This is an optimization exercise on Yosys and OpenROAD, whose aim is small area, not a production implementation.
At most, simulation tests tie the RTL to the original design; equivalence was not proved.
For run 2, only the layout was checked, not whether the RTL still works.
The flow treats the clock pin as an ideal source, which a real chip does not have.
Power and IR drop assume default switching activity.

`design/flow/flow/run.sh`:
```
#!/bin/bash
# Own layout flow: the standard synthesis; its combinational logic
# re-mapped by ABC for area (registers kept, equivalence proved by Yosys);
# every combinational cell set to the smallest drive of its family; the standard flow's
# standard floorplan and placement with buf_1 as the port buffer cell; a clock
# tree of one clock buffer in place of TritonCTS; then the standard
# routing and finish. Each tool's output goes to a log of its own here.
set -euo pipefail
W=$(pwd)
R=$W/orfs/results/$FLOW_PLATFORM/ride_fsm/base
PB="BUFFER_PORTS_ARGS=-buffer_cell sky130_fd_sc_hd__buf_1"
bash standard.sh synth > synth.log 2>&1
bash flow/remap.sh $R > remap.log 2>&1
bash standard.sh synth > synth2.log 2>&1
openroad -no_init -exit flow/downsize.tcl > downsize.log 2>&1
touch "$R/1_synth.sdc"
bash standard.sh "$PB" place > place.log 2>&1
RDIR=$R CLKBUF=sky130_fd_sc_hd__buf_6 openroad -no_init -exit flow/mycts.tcl > cts.log 2>&1
bash standard.sh "$PB" finish > finish.log 2>&1
```
`design/flow/flow/downsize.tcl`:
```
# Set each combinational cell of the synthesized netlist to the smallest-area
# cell of its family (same name up to the drive suffix).
set R [pwd]/orfs/results/$::env(FLOW_PLATFORM)/ride_fsm/base
read_db $R/1_synth.odb
set db [ord::get_db]
set dont {probe lpflow}
set n 0
foreach inst [[ord::get_db_block] getInsts] {
  set m [$inst getMaster]
  set name [$m getName]
  if {![regexp {^(sky130_fd_sc_hd__)([a-z0-9]+)_([0-9]+)$} $name -> pre base drv]} continue
  if {[string match "df*" $base] || [string match "sdf*" $base] || [string match "edf*" $base] || [string match "dl*" $base]} continue
  set best $m
  set barea [expr {[$m getWidth] * [$m getHeight]}]
  foreach d {0 1 2 3 4 6 8 12 16} {
    set alt [$db findMaster "${pre}${base}_$d"]
    if {$alt eq "NULL"} continue
    set a [expr {[$alt getWidth] * [$alt getHeight]}]
    if {$a < $barea} { set best $alt; set barea $a }
  }
  if {$best ne $m} {
    puts "[$inst getName]: $name -> [$best getName]"
    $inst swapMaster $best
    incr n
  }
}
puts "downsized $n cells"
write_db $R/1_synth.odb
```
`design/flow/flow/mycts.tcl`:
```
# Clock tree of one buffer: all register clock pins on one clock buffer,
# placed at the centre of the registers, in place of TritonCTS.
set R $::env(RDIR)
read_db $R/3_place.odb
read_liberty $::env(FLOW_HOME)/platforms/$::env(FLOW_PLATFORM)/lib/sky130_fd_sc_hd__tt_025C_1v80.lib
read_sdc $R/3_place.sdc
source $::env(FLOW_HOME)/platforms/$::env(FLOW_PLATFORM)/setRC.tcl
set block [ord::get_db_block]
set clk [$block findNet clk]
set xs 0; set ys 0; set n 0
foreach it [$clk getITerms] {
  set bb [[$it getInst] getBBox]
  set xs [expr {$xs + ([$bb xMin]+[$bb xMax])/2}]
  set ys [expr {$ys + ([$bb yMin]+[$bb yMax])/2}]
  incr n
}
set dbu [$block getDbUnitsPerMicron]
set x [expr {double($xs)/$n/$dbu}]; set y [expr {double($ys)/$n/$dbu}]
puts "clock sinks $n, centre $x $y"
insert_buffer -buffer_cell $::env(CLKBUF) -net clk -location [list $x $y] -buffer_name clkbuf_0_clk -net_name clknet_0_clk
set bi NULL; foreach i [$block getInsts] { if {[string match clkbuf_0_clk* [$i getName]]} { set bi $i } }; foreach it [$bi getITerms] { set nn [$it getNet]; if {$nn ne "NULL"} { puts "[[$it getMTerm] getName] -> [$nn getName] ([llength [$nn getITerms]] iterms)"; $nn setSigType CLOCK } }

detailed_placement
check_placement -verbose
set_propagated_clock [all_clocks]
estimate_parasitics -placement
report_clock_skew
report_worst_slack -max
report_worst_slack -min
write_db $R/4_1_cts.odb
write_sdc -no_timestamp $R/4_cts.sdc
```
`design/flow/flow/remap.sh`:
```
#!/bin/bash
# Re-map the combinational logic of the standard synthesis netlist with ABC,
# keeping every register cell (type and instance name) as it is. Each round
# re-maps the current netlist with each ABC script below and keeps the
# smallest result that Yosys proves equivalent to the standard netlist; it
# stops when a round finds nothing smaller. The result replaces the
# synthesis netlist.
set -uo pipefail
R=$1
W=$(pwd)
D=$W/remap
mkdir -p $D
LIB=$FLOW_HOME/platforms/$FLOW_PLATFORM/lib/sky130_fd_sc_hd__tt_025C_1v80.lib
DU=$(sed -n '/^export DONT_USE_CELLS/,/^$/p' $FLOW_HOME/platforms/$FLOW_PLATFORM/config.mk | grep -oE 'sky130_fd_sc_hd__[a-z0-9_]+' | sed 's/^/-dont_use /' | tr '\n' ' ')
SCRIPTS=(
"default"
"strash; &get -n; &fraig -x; &put; scorr; dc2; dretime; strash; &get -n; &dch -f; &nf {D}; &put"
"strash; ifraig; scorr; dc2; strash; dch -f; map -a"
"strash; &get -n; &dc2; &dch; &nf -a -E 5; &put"
"strash; dch -f; map -a; strash; dch -f; map -a; strash; dch -f; map -a"
"strash; &get -n; &dch -f; &nf -a -F 10 -A 10 -E 10; &put"
"strash; &get -n; &dc2; &dc2; &dch -f; &nf -a -R 10000; &put"
"strash; dc2; resub -K 8; dch -f; map -a"
"strash; &get -n; &dch -f; &nf -a; &put; strash; &get -n; &dch -f; &nf -a; &put"
"strash; dch; amap"
"strash; &get -n; &b; &dch -f; &nf -a -p; &put"
"strash; &get -n; &dch -f; &if -K 4 -a; &put; strash; dch -f; map -a"
"strash; &get -n; &if -K 6 -a; &mfs; &st; &dch -f; &nf -a; &put"
)
area() {
  yosys -p "read_liberty -ignore_miss_func $LIB; read_verilog $1; hierarchy -top $FLOW_TOP; tee -o $1.stat stat -liberty $LIB" > $1.stat.log 2>&1
  grep -E "Chip area for module" $1.stat | awk '{print $NF}'
}
equiv() {
  yosys -p "
read_liberty -ignore_miss_func $LIB
read_verilog $D/std.v; rename $FLOW_TOP gold
read_verilog $1; rename $FLOW_TOP gate
hierarchy -check
flatten gold gate
async2sync
rename -hide w:_*
opt_clean
equiv_make gold gate eq
hierarchy -top eq
equiv_simple -seq 2
equiv_induct
equiv_status -assert
" > $1.eq.log 2>&1
}
cp $R/1_2_yosys.v $D/std.v
cp $D/std.v $D/cur.v
cura=$(area $D/cur.v)
echo "standard: area $cura"
for r in 1 2 3 4 5 6; do
  besta=$cura; best=""
  for i in "${!SCRIPTS[@]}"; do
    s=${SCRIPTS[$i]}
    c=$D/r${r}_s$i.v
    if [[ $s == default ]]; then scr=""; else echo "$s" | tr ';' '\n' > $D/s$i.abc; scr="-script $D/s$i.abc"; fi
    yosys -p "
read_liberty -ignore_miss_func $LIB
read_verilog $D/cur.v
hierarchy -top $FLOW_TOP
setattr -mod -set keep_hierarchy 1 sky130_fd_sc_hd__df*
flatten
opt_clean
abc -liberty $LIB $DU $scr
opt_clean -purge
rename -hide w:*.*
blackbox sky130_fd_sc_hd__df*
write_verilog -noattr -noexpr -nohex -nodec $c
" > $c.log 2>&1 || continue
    a=$(area $c)
    [[ -n $a ]] || continue
    if awk -v a=$a -v b=$besta 'BEGIN{exit !(a<b)}'; then
      if equiv $c; then besta=$a; best=$c; else echo "round $r script $i: not proven equivalent"; fi
    fi
  done
  [[ -n $best ]] || break
  cp $best $D/cur.v; cura=$besta
  echo "round $r: $(basename $best) area $cura"
done
if ! cmp -s $D/cur.v $D/std.v; then
  equiv $D/cur.v || { echo "final netlist not proven equivalent; keeping the standard one"; exit 0; }
  cp $D/cur.v $R/1_2_yosys.v
  rm -f $R/1_synth.odb $R/1_synth.sdc
  echo "using the re-mapped netlist, area $cura"
fi
```
`design/flow/standard.sh`:
```
#!/bin/bash
# synth_recipe.tcl (not shown) runs the flow's synth.tcl, then flattens the netlist and writes it again
# the make line also repeats each setting of config.mk as NAME=value (left out here)
make -C /OpenROAD-flow-scripts/flow DESIGN_CONFIG=/design/flow/config.mk WORK_HOME=/design/flow/orfs CLKGATE_MAP_FILE= SYNTH_SCRIPT=/design/flow/synth_recipe.tcl "${@:-finish}"
```
`design/flow/config.mk`:
```
export PLATFORM = sky130hd
export DESIGN_NAME = ride_fsm
export DESIGN_NICKNAME = ride_fsm
export VERILOG_FILES = /design/flow/design.v
export SDC_FILE = /design/flow/constraint.sdc
export NUM_CORES = 4
export LEC_CHECK = 0
export CAP_MARGIN = 20
export CORE_AREA = 2.3 2.72 57.5 59.84
export DIE_AREA = 0 0 59.8 62.56
export SLEW_MARGIN = 20
```
`design/flow/constraint.sdc`:
```
create_clock -name core_clock -period 5.0 [get_ports {clk}]
set_input_delay 1.0000 -clock core_clock [delete_from_list [all_inputs] [get_ports {clk}]]
set_output_delay 1.0000 -clock core_clock [all_outputs]
set_load 0.01 [all_outputs]
```
`design/flow/design.v`:
```
`timescale 1ns/1ps
module ride_fsm #(
  parameter int DEBOUNCE_CYCLES = 3,
  parameter int PERSIST_CYCLES  = 5,
  parameter int SHUTDOWN_TIMEOUT= 20
)(
  input  logic clk,
  input  logic rst_n,
  input  logic vibration_raw,
  input  logic queue_raw,
  input  logic brake_raw,
  input  logic restraint_raw,
  input  logic mask_vibration,
  input  logic mask_queue,
  input  logic mask_brake,
  input  logic mask_restraint,
  output logic [1:0] state,
  output logic alarm,
  output logic [2:0] fault_code
);
  localparam logic [3:0] DBINV = 4'b1111;
  localparam logic [3:0] R1INV = 4'b0000;
  logic [3:0] raw, db, r1, r2, dbq, r1q, r2q, nxt_db;
  assign raw = {queue_raw, vibration_raw, brake_raw, restraint_raw};
  assign db = dbq ^ DBINV;
  assign r1 = r1q ^ R1INV;
  assign r2 = r2q ^ R1INV;
  always_comb
    for (int i = 0; i < 4; i++)
      nxt_db[i] = (raw[i] & r1[i] & r2[i]) | (db[i] & (raw[i] | r1[i] | r2[i]));
  always_ff @(posedge clk or negedge rst_n) begin
    if (!rst_n) begin
      dbq <= 4'b1111;
      r1q <= 4'b0000;
    end else begin
      dbq <= nxt_db ^ DBINV;
      r1q <= raw ^ R1INV;
    end
  end
  always_ff @(posedge clk) r2q <= r1q;
  logic res, brk, vib, que, any_flag;
  assign res = db[0] & ~mask_restraint;
  assign brk = db[1] & ~mask_brake;
  assign vib = db[2] & ~mask_vibration;
  assign que = db[3] & ~mask_queue;
  assign any_flag = res | brk | vib | que;
  always_comb begin
    if (res)      fault_code = 3'd1;
    else if (brk) fault_code = 3'd2;
    else if (vib) fault_code = 3'd3;
    else if (que) fault_code = 3'd4;
    else          fault_code = 3'd0;
  end
  logic [1:0] cur_state, nxt_state;
  localparam logic [4:0] PINV = 5'b10101;
  logic [4:0] pc, pq, nxt_pc;
  assign pc = pq ^ PINV;
  logic p_ge5, p_ge20;
  assign p_ge5  = pc[1];
  assign p_ge20 = pc[3] & pc[2] & pc[0];
  localparam logic [4:0] PCLR = 5'b01100;
  assign nxt_pc = any_flag ? {pc[3:0], ~(pc[4] ^ pc[2])} : PCLR;
  always_ff @(posedge clk) pq <= nxt_pc ^ PINV;
  always_comb begin
    nxt_state = cur_state;
    case (cur_state)
      2'd0: if (any_flag) nxt_state = 2'd1;
      2'd1: begin
        if (res || brk)     nxt_state = 2'd2;
        else if (p_ge5)     nxt_state = 2'd2;
        else if (!any_flag) nxt_state = 2'd0;
      end
      2'd2: begin
        if (p_ge20 || res)  nxt_state = 2'd3;
        else if (!any_flag) nxt_state = 2'd1;
      end
      default: nxt_state = 2'd3;
    endcase
  end
  always_ff @(posedge clk or negedge rst_n)
    if (!rst_n) cur_state <= 2'd0;
    else        cur_state <= nxt_state;
  assign state = cur_state;
  assign alarm = (cur_state != 2'd0);
endmodule
```
==> impl_summary.log, run 1 <==
[metrics] remaining max-slew budget at the tightest pin: 0.622
[metrics] Final Max Slew Viols: 0
[metrics] Worst Skew: 0.000690 ns
[metrics] detailed placement HPWL: around 900 µm
[metrics] Starting Density: 0.197
[metrics] initial antenna violation count: 0
[metrics] Reg-to-Reg End: cur_state[1]
[metrics] static leakage power: about 0.00027 µW
[metrics] Mapped Area: 621 µm²
[metrics] depth of the critical timing path with buffers and inverters included: 5
[metrics] placeable core region: approximately 3200 µm²
[metrics] Filler Cell Count: between 300 and 400
[metrics] Hold Violations, Final: 0
[metrics] post-route antenna net violation count: 0
[metrics] vertical die dimension: 62.6 µm
[metrics] detailed-routing iteration count for the pre-antenna-repair pass: 4
[metrics] global-route wire length before repair: 1.90 mm
[metrics] CP Class: in2out
[metrics] buffering stage count on the worst path with inverters included: 3
[metrics] synthesis-to-layout area growth: 17.7%
[metrics] die area: 3740 µm²
[metrics] fraction of final layout cells sized beyond drive strength 1: 0.0822
[metrics] CP Launch Type: primary input
[metrics] Worst Setup End Kind: output port
[metrics] cell count after synthesis: 57
[metrics] Synthesis Warnings: 1
[metrics] launching point of the worst reg2reg path: dbq[0]
[metrics] final critical-path share of the clock period: 0.551
[metrics] status: finished clean
[metrics] Hold Startpoint: r1q[0]
[metrics] last weighted congestion value of the routability-driven placer: roughly 0.75
[metrics] Cells on Worst Hold Path: 0
[metrics] Hold Crit Class: reg2reg
[metrics] cell repeated most along the worst path: buf_1
[metrics] initial drt markers: 22
[metrics] DRC violation count after routing: 0
[metrics] dominant delay contributor by cell family on the critical path: buffers and inverters
[metrics] final sum of negative setup slack: 0 ns
[metrics] unrepaired setup endpoints after global routing: no
[metrics] IO buf count: 15
[metrics] largest net degree at the start of global routing: 20
[metrics] syn nets: between 60 and 70
[metrics] final core utilization: 0.232
[metrics] FF-to-FF path depth: 7
[metrics] final worst path period need: 2.75 ns
[metrics] number of setup violations in the final report: 0
[metrics] Avg Inst Size Synth: between 10 and 15 µm²
[metrics] actual slew at the worst max-slew pin: 0.567 ns
[metrics] Via-to-Cell Ratio: about 4.2
[metrics] cell chain of the critical path: buf_1 > nor2_1 > clkinv_1 > o31ai_1 > buf_1
[metrics] antenna fix cells: 0
[metrics] clock-pin slew of the registers on the worst-case setup and hold paths: 0.12 ns
[metrics] global route overflow: 0
[metrics] Data required, critical path: 4.00 ns
[metrics] maximum vdd ir drop: 139 µV
[metrics] drt wl/cell: 10.3 µm
[metrics] vias in the first global route: 426
[metrics] Final Routed Wirelength: around 1.1 mm
[metrics] net total in the final layout: 85
[metrics] delay contributed by the slowest stage of the critical path: between 0.2 and 0.25 ns
[metrics] setup slack on the worst flop-to-flop path: 3.50 ns
[metrics] total via count in the routed design: approximately 450
[metrics] Top-Level Pins: 16
[metrics] Die X-Extent: approximately 60 µm
[metrics] maximum fanout count along the critical path: 4
[metrics] gr usage total: 0.0621
[metrics] PwrDens: between 300 and 400 nW/µm²
[metrics] source-to-sink clock delay at the later pin of the worst-skew pair: roughly 0.14 ns
[metrics] maximum clock frequency: approximately 360 MHz
[metrics] critical-path cell with the highest stage delay: nor2_1
[metrics] Max Cap Violations: 0
[metrics] arrival time at the worst endpoint: around 1.8 ns
[metrics] Hold Crit Endpoint: r2q[0]
[metrics] Rows: 21
cells in the final DEF, fill, tap and decap left out:
master	count
buf_1	15
a31oi_1	5
a21oi_1	1
dfrtp_1	6
xnor2_1	1
nand2_1	7
dfstp_2	4
nor3_1	5
buf_6	1
clkinv_1	2
nor2_1	12
o211ai_1	1
or2_2	1
o31ai_1	2
dfxtp_1	9
a211oi_1	1
layout make-up:
type,count,area [µm²],area share
Multi-Input combinational cell,36,178,0.243
Inverter,2,7.51,0.0103
Timing Repair Buffer,15,56.3,0.0771
Sequential cell,19,435,0.596
Tap cell,34,42.5,0.0582
Clock buffer,1,11.3,0.0154
layer usage:
| layer | vias up | track usage | routed length [µm] | part of all wire |
|---|---|---|---|---|
| li1 | 227 | - | - | - |
| met1 | 210 | 0.0867 | 482 | 0.44 |
| met2 | 7 | 0.105 | 565 | 0.51 |
| met3 | 2 | 0.00828 | 48 | 0.043 |
| met4 | 0 | 0.00556 | 10 | 0.0090 |
| met5 | - | 0 | 0 | 0 |
state kept, by name, summed over array words and instances (netlist names):
signal     cells
r1q            4
cur_state      2
pq             5
r2q            4
dbq            4
worst reg2reg max path, cell delays in order, from the launching register on:
cell and delay (ns):
dfstp_2 0.39, nor2_1 0.25, clkinv_1 0.17, o211ai_1 0.25
clkinv_1 0.19, nand2_1 0.10, nand2_1 0.05, nand2_1 0.05
where the power goes:
part	switching [µW]	internal [µW]	total, µW
combinational	24.6	18.7	43.3
clock	35.6	16.3	51.8
sequential	14.8	182	196
total	75.0	216	291
worst max-delay path by stage:
stage,slack [ns],start,endpoint
finish,2.25,mask_restraint,fault_code[0]
global route,2.15,mask_restraint,fault_code[2]
detailed placement,2.23,mask_restraint,fault_code[0]
global placement,2.27,mask_restraint,fault_code[0]
floorplan,2.50,mask_brake,fault_code[2]
per-stage QoR:
stage	power (µW)	setup WS (ns)	cell area [µm²]	hold WS, ns	std cells
finish	291	2.25	731	0.410	107
global placement	239	2.27	719	0.376	106
floorplan	227	2.50	621	0.367	57
global route	310	2.15	731	0.424	107
detailed placement	244	2.23	719	0.383	106
==> run 2, diff against run 1 <==
==> design/flow/design.v (replaced) <==
`timescale 1ns/1ps
module ride_fsm #(
  parameter int DEBOUNCE_CYCLES = 3,
  parameter int PERSIST_CYCLES  = 5,
  parameter int SHUTDOWN_TIMEOUT= 20
)(
  input  logic clk,
  input  logic rst_n,
  input  logic vibration_raw,
  input  logic queue_raw,
  input  logic brake_raw,
  input  logic restraint_raw,
  input  logic mask_vibration,
  input  logic mask_queue,
  input  logic mask_brake,
  input  logic mask_restraint,
  output logic [1:0] state,
  output logic alarm,
  output logic [2:0] fault_code
);
  typedef enum logic [1:0] {S_NORMAL=2'd0,S_WARNING=2'd1,S_FAULT=2'd2,S_SHUTDOWN=2'd3} state_t;
  state_t cur_state, nxt_state;
  logic vibration_db, queue_db, brake_db, restraint_db;
  integer cnt_vib, cnt_queue, cnt_brake, cnt_rest;
  always_ff @(posedge clk or negedge rst_n) begin
    if (!rst_n) begin
      vibration_db<=0; queue_db<=0; brake_db<=0; restraint_db<=0;
      cnt_vib<=0; cnt_queue<=0; cnt_brake<=0; cnt_rest<=0;
      cur_state<=S_NORMAL;
    end else begin
      if (vibration_raw==vibration_db) cnt_vib<=0;
      else if (cnt_vib+1>=DEBOUNCE_CYCLES) begin vibration_db<=vibration_raw; cnt_vib<=0; end
      else cnt_vib<=cnt_vib+1;
      if (queue_raw==queue_db) cnt_queue<=0;
      else if (cnt_queue+1>=DEBOUNCE_CYCLES) begin queue_db<=queue_raw; cnt_queue<=0; end
      else cnt_queue<=cnt_queue+1;
      if (brake_raw==brake_db) cnt_brake<=0;
      else if (cnt_brake+1>=DEBOUNCE_CYCLES) begin brake_db<=brake_raw; cnt_brake<=0; end
      else cnt_brake<=cnt_brake+1;
      if (restraint_raw==restraint_db) cnt_rest<=0;
      else if (cnt_rest+1>=DEBOUNCE_CYCLES) begin restraint_db<=restraint_raw; cnt_rest<=0; end
      else cnt_rest<=cnt_rest+1;
      cur_state<=nxt_state;
    end
  end
  logic vib,que,brk,res;
  always_comb begin
    vib = vibration_db & ~mask_vibration;
    que = queue_db & ~mask_queue;
    brk = brake_db & ~mask_brake;
    res = restraint_db & ~mask_restraint;
  end
  always_comb begin
    if (res)      fault_code=3'd1;
    else if (brk) fault_code=3'd2;
    else if (vib) fault_code=3'd3;
    else if (que) fault_code=3'd4;
    else          fault_code=3'd0;
  end
  logic any_flag;
  assign any_flag = res|brk|vib|que;
  integer persist_cnt;
  always_ff @(posedge clk or negedge rst_n) begin
    if (!rst_n) persist_cnt<=0;
    else if (cur_state==S_WARNING || cur_state==S_FAULT) begin
      if (any_flag) persist_cnt<=persist_cnt+1;
      else persist_cnt<=0;
    end else if (cur_state==S_NORMAL && any_flag) persist_cnt<=1;
    else persist_cnt<=0;
  end
  always_comb begin
    nxt_state=cur_state;
    unique case(cur_state)
      S_NORMAL:  if(any_flag) nxt_state=S_WARNING;
      S_WARNING: begin
        if(res||brk) nxt_state=S_FAULT;
        else if(persist_cnt>=PERSIST_CYCLES) nxt_state=S_FAULT;
        else if(!any_flag) nxt_state=S_NORMAL;
      end
      S_FAULT: begin
        if(persist_cnt>=SHUTDOWN_TIMEOUT || res) nxt_state=S_SHUTDOWN;
        else if(!any_flag) nxt_state=S_WARNING;
      end
      S_SHUTDOWN: nxt_state=S_SHUTDOWN;
    endcase
  end
  assign state=cur_state;
  assign alarm=(cur_state!=S_NORMAL);
endmodule
==> design/flow/run.sh (new file) <==
#!/bin/bash
# synth_recipe.tcl (not shown) runs the flow's synth.tcl, then flattens the netlist and writes it again
# the make line also repeats each setting of config.mk as NAME=value (left out here)
make -C /OpenROAD-flow-scripts/flow DESIGN_CONFIG=/design/flow/config.mk WORK_HOME=/design/flow/orfs CLKGATE_MAP_FILE= SYNTH_SCRIPT=/design/flow/synth_recipe.tcl finish
--- a/design/flow/config.mk
+++ b/design/flow/config.mk
@@ -8,4 +8,4 @@
 export CAP_MARGIN = 20
-export CORE_AREA = 2.3 2.72 57.5 59.84
-export DIE_AREA = 0 0 59.8 62.56
+export CORE_MARGIN = 2
+export CORE_UTILIZATION = 40
 export SLEW_MARGIN = 20
removed: design/flow/flow/run.sh
removed: design/flow/flow/downsize.tcl
removed: design/flow/flow/mycts.tcl
removed: design/flow/flow/remap.sh
removed: design/flow/standard.sh
==> run 2 against run 1 <==
  * Routed wire length grew to 20 times the previous value
  * Clock skew grew 0.015 ns
  * First-iteration DRC count grew to 19 times the previous value
  * Critical path type unchanged
  * Largest cell class is now multi-input combinational cells
  * Largest power group unchanged
  * Highest routed layer unchanged
==> impl_summary.log, run 2 <==
[metrics] status: finished clean
[metrics] Yosys cell types: 73
[metrics] level count of the clock H-tree: 4
[metrics] Top-Level Pins: 16
[metrics] syn nets: 1190
[metrics] Sequential cell area: 4150 µm²
[metrics] power share of the sequential group: 0.422
[metrics] cts bufs inserted: 17
[metrics] most used standard cell by instance count after synthesis: nor2_1
[metrics] Sw Ratio: 0.317
[metrics] unrepaired setup endpoints after global routing: no
[metrics] EDFF count, synth: 0
[metrics] final sum of negative setup slack: 0 ns
[metrics] Avg Inst Size Synth: between 8 and 9 µm²
[metrics] most common cell after layout, fill and taps aside: nor2_1
[metrics] CTS tree: done
[metrics] largest net degree at the start of global routing: 99
[metrics] clock-pin slew of the registers on the worst-case setup and hold paths: 0.06 ns
[metrics] Starting Density: 0.409
[metrics] fraction of post-synthesis cell area in the top cell type by area: 0.402
[metrics] Mapped Area: just over 10000 µm²
[metrics] vertical die dimension: roughly 160 µm
[metrics] sequential cell area fraction in the yosys report: 0.402
[metrics] Rows: a little under 60
[metrics] dominant delay contributor by cell family on the critical path: buffers and inverters
[metrics] non-filler instance count after layout: approximately 1500
[metrics] final critical-path share of the clock period: 0.741
[metrics] prevailing post-synth register cell: dfrtp_1
[metrics] delay contributed by the slowest stage of the critical path: between 0.5 and 0.6 ns
[metrics] count of clock tree sinks: around 170
[metrics] fraction of final layout cells sized beyond drive strength 1: 0.0696
[metrics] cell count after synthesis: ~1200
[metrics] global route overflow: 0
[metrics] Max Cap Violations: 0
[metrics] source-to-sink clock delay at the later pin of the worst-skew pair: 0.44 ns
[metrics] initial antenna violation count: 0
[metrics] cell repeated most along the worst path: clkdlybuf4s50_1
[metrics] cell types with the largest area share after synthesis: dfrtp_1 40%, xor2_1 6.7%, xnor2_1 6.6%
[metrics] number of setup violations in the final report: 0
[metrics] number of buffers between clock root and the deepest sink: 2
[metrics] IO buf count: 15
[metrics] placed standard-cell area: around 11000 µm²
[metrics] antenna fix cells: 0
[metrics] cell chain of the critical path: clkdlybuf4s50_1 > nor2b_1 > inv_1 > a21oi_1 > clkdlybuf4s50_1
[metrics] part of the power in the clock network: 0.394
[metrics] Data required, critical path: 4.00 ns
[metrics] DP Worst Slack: about 1.3 ns
[metrics] maximum clock frequency: roughly 270 MHz
[metrics] number of buffers inserted by hold repair at cts: 0
[metrics] placeable core region: ~25000 µm²
[metrics] Comb pwr share: 0.184
[metrics] Setup Buffers After CTS: 0
[metrics] gr usage total: 0.178
[metrics] drt wl/cell: between 15 and 20 µm
[metrics] last weighted congestion value of the routability-driven placer: between 0.8 and 0.9
[metrics] Die X-Extent: 165 µm
[metrics] global-route wire length before repair: ~40 mm
[metrics] critical-path cell with the highest stage delay: clkdlybuf4s50_1
[metrics] net total in the final layout: approximately 1200
[metrics] initial drt markers: between 400 and 500
[metrics] maximum vdd ir drop: ~220 µV
[metrics] remaining max-slew budget at the tightest pin: 0.365
[metrics] buffer type at the clock tree root: clkbuf_16
[metrics] number of instances in the placed design: around 1500
[metrics] static leakage power: around 0.0045 µW
[metrics] DRC violation count after routing: 0
[metrics] worst setup slack after layout: roughly 1.3 ns
[metrics] Async S/R FF share, synth: 1.00
[metrics] vias in the first global route: roughly 8000
[metrics] Synthesis Warnings: 1
[metrics] final worst path period need: roughly 3.7 ns
[metrics] Finished Cell Area: approximately 11000 µm²
[metrics] buffering stage count on the worst path with inverters included: 3
[metrics] CP Class: in2out
[metrics] FF-to-FF path depth: 10
[metrics] number of synthesized register bits: around 170
[metrics] Final Max Slew Viols: 0
[metrics] Worst Setup End Kind: output port
[metrics] actual slew at the worst max-slew pin: 0.945 ns
[metrics] maximum fanout count along the critical path: 3
[metrics] area leader, netlist: dfrtp_1
[metrics] Via-to-Cell Ratio: about 5.5
[metrics] area used by multi-input combinational logic: 5810 µm²
[metrics] Hold Crit Class: reg2reg
[metrics] commonest cells after routing, fill and taps aside: 172 x nor2_1, 166 x dfrtp_1, 89 x nand2_1
[metrics] switching power of the nets: 1100 µW
[metrics] Cells on Worst Hold Path: 1
[metrics] total via count in the routed design: between 8000 and 9000
[metrics] CP Launch Type: primary input
[metrics] Filler Cell Count: between 2000 and 2500
[metrics] detailed placement HPWL: 15.5 mm
[metrics] Hold Violations, Final: 0
[metrics] total internal power: 2380 µW
[metrics] depth of the critical timing path with buffers and inverters included: 5
[metrics] die area: between 20000 and 30000 µm²
[metrics] PwrDens: a little over 300 nW/µm²
[metrics] Post-synth top cells: 172 x nor2_1, 166 x dfrtp_1, 89 x nand2_1
[metrics] detailed-routing iteration count for the pre-antenna-repair pass: 5
[metrics] arrival time at the worst endpoint: approximately 2.7 ns
[metrics] Worst Skew: roughly 0.016 ns
[metrics] post-cts resize count: 0
[metrics] synthesis-to-layout area growth: 9.54%
[metrics] post-route antenna net violation count: 0
[metrics] Final Routed Wirelength: ~23 mm
==> run 2: power by group through the flow <==
stage / clock network (µW) / logic [µW] / registers, µW
2_1_floorplan: 0 / 493 / 1460
3_5_place_dp: 0 / 658 / 1490
5_1_grt: 1470 / 726 / 1480
4_1_cts: 1400 / 662 / 1470
3_3_place_gp: 0 / 652 / 1490
6_report: 1370 / 641 / 1470
==> run 2: path summary, 6_finish.rpt <==
kind | endpoint | slack, ns | from
min in group asynchronous | cnt_rest[22] | 0.63 | rst_n
min reg2reg | cnt_vib[0] | 0.54 | cnt_vib[0]
max | fault_code[1] | 1.30 | mask_brake
max reg2reg | cnt_rest[5] | 1.59 | cnt_rest[0]
max in group asynchronous | persist_cnt[21] | 3.49 | rst_n
min | cnt_vib[0] | 0.54 | cnt_vib[0]
==> run 2: per-stage QoR <==
| stage | utilization | hold WS [ns] | total power [µW] |
|---|---|---|---|
| finish | 0.448 | 0.538 | 3480 |
| global route | 0.448 | 0.579 | 3670 |
| CTS | 0.448 | 0.548 | 3530 |
| detailed placement | 0.424 | 0.538 | 2150 |
| global placement | 0.424 | 0.521 | 2140 |
| floorplan | - | 0.487 | 1950 |
==> run 2: routing by layer <==
metal	wire length (µm)	GRT usage	up-vias	part of all wire
met1	10800	0.245	3935	0.48
met5	0	0	-	0
li1	-	-	4104	-
met3	890	0.0349	36	0.039
met4	421	0.0585	0	0.019
met2	10400	0.284	148	0.46
==> run 2: area by class of cell <==
| class | instances | area share |
|---|---|---|
| multi-input combinational | 913 | 0.514 |
| sequential | 166 | 0.367 |
| clock buffer | 18 | 0.0380 |
| tap | 330 | 0.0365 |
| timing repair buffer | 21 | 0.0185 |
| clock inverter | 13 | 0.0154 |
| inverter | 32 | 0.0106 |
==> run 2: kinds of logic after synthesis <==
family / after synthesis / synth area share
muxes: 17 / 0.0176
adders and majority gates: 16 / 0.0194
AOI/OAI and AO/OA: 97 / 0.0681
and+or+nand+nor: 626 / 0.322
xor gates and xnor gates: 157 / 0.133
buffers and inverters: 85 / 0.0370
DFF: 166 / 0.402

-- static timing again, ports no longer ideal --
The flow's constraints put no driver on any port. The routed layouts listed below were extracted and timed again, unchanged, in two steps.
Step 1, drivers: a clkbuf_16 drives clk and a buf_2 each remaining input, both assumed.
Step 2 adds t to the input delays and takes it off the output delays; t is the mean of the earliest and latest rising clock arrival at the registers after step 1. Input paths then give back, and output paths get back, about the clock's delay inside the block.
Slacks: ideal / step 1 / step 2; pairs: ideal / step 1.
run | t, ns | setup WS [ns] | worst register clock-pin slew, ns | pins driven straight from the clock port
run 1 | 0.162 | 2.245 / 2.226 / 2.226 | 0.12 / 0.12 | 1
run 2 | 0.481 | 1.297 / 1.276 / 1.276 | 0.07 / 0.07 | 1
After both steps setup and hold are still met in every run listed. The setup slack of run 2, which loses most, moves by -0.021 ns with the drivers and by -0.021 ns with both steps.
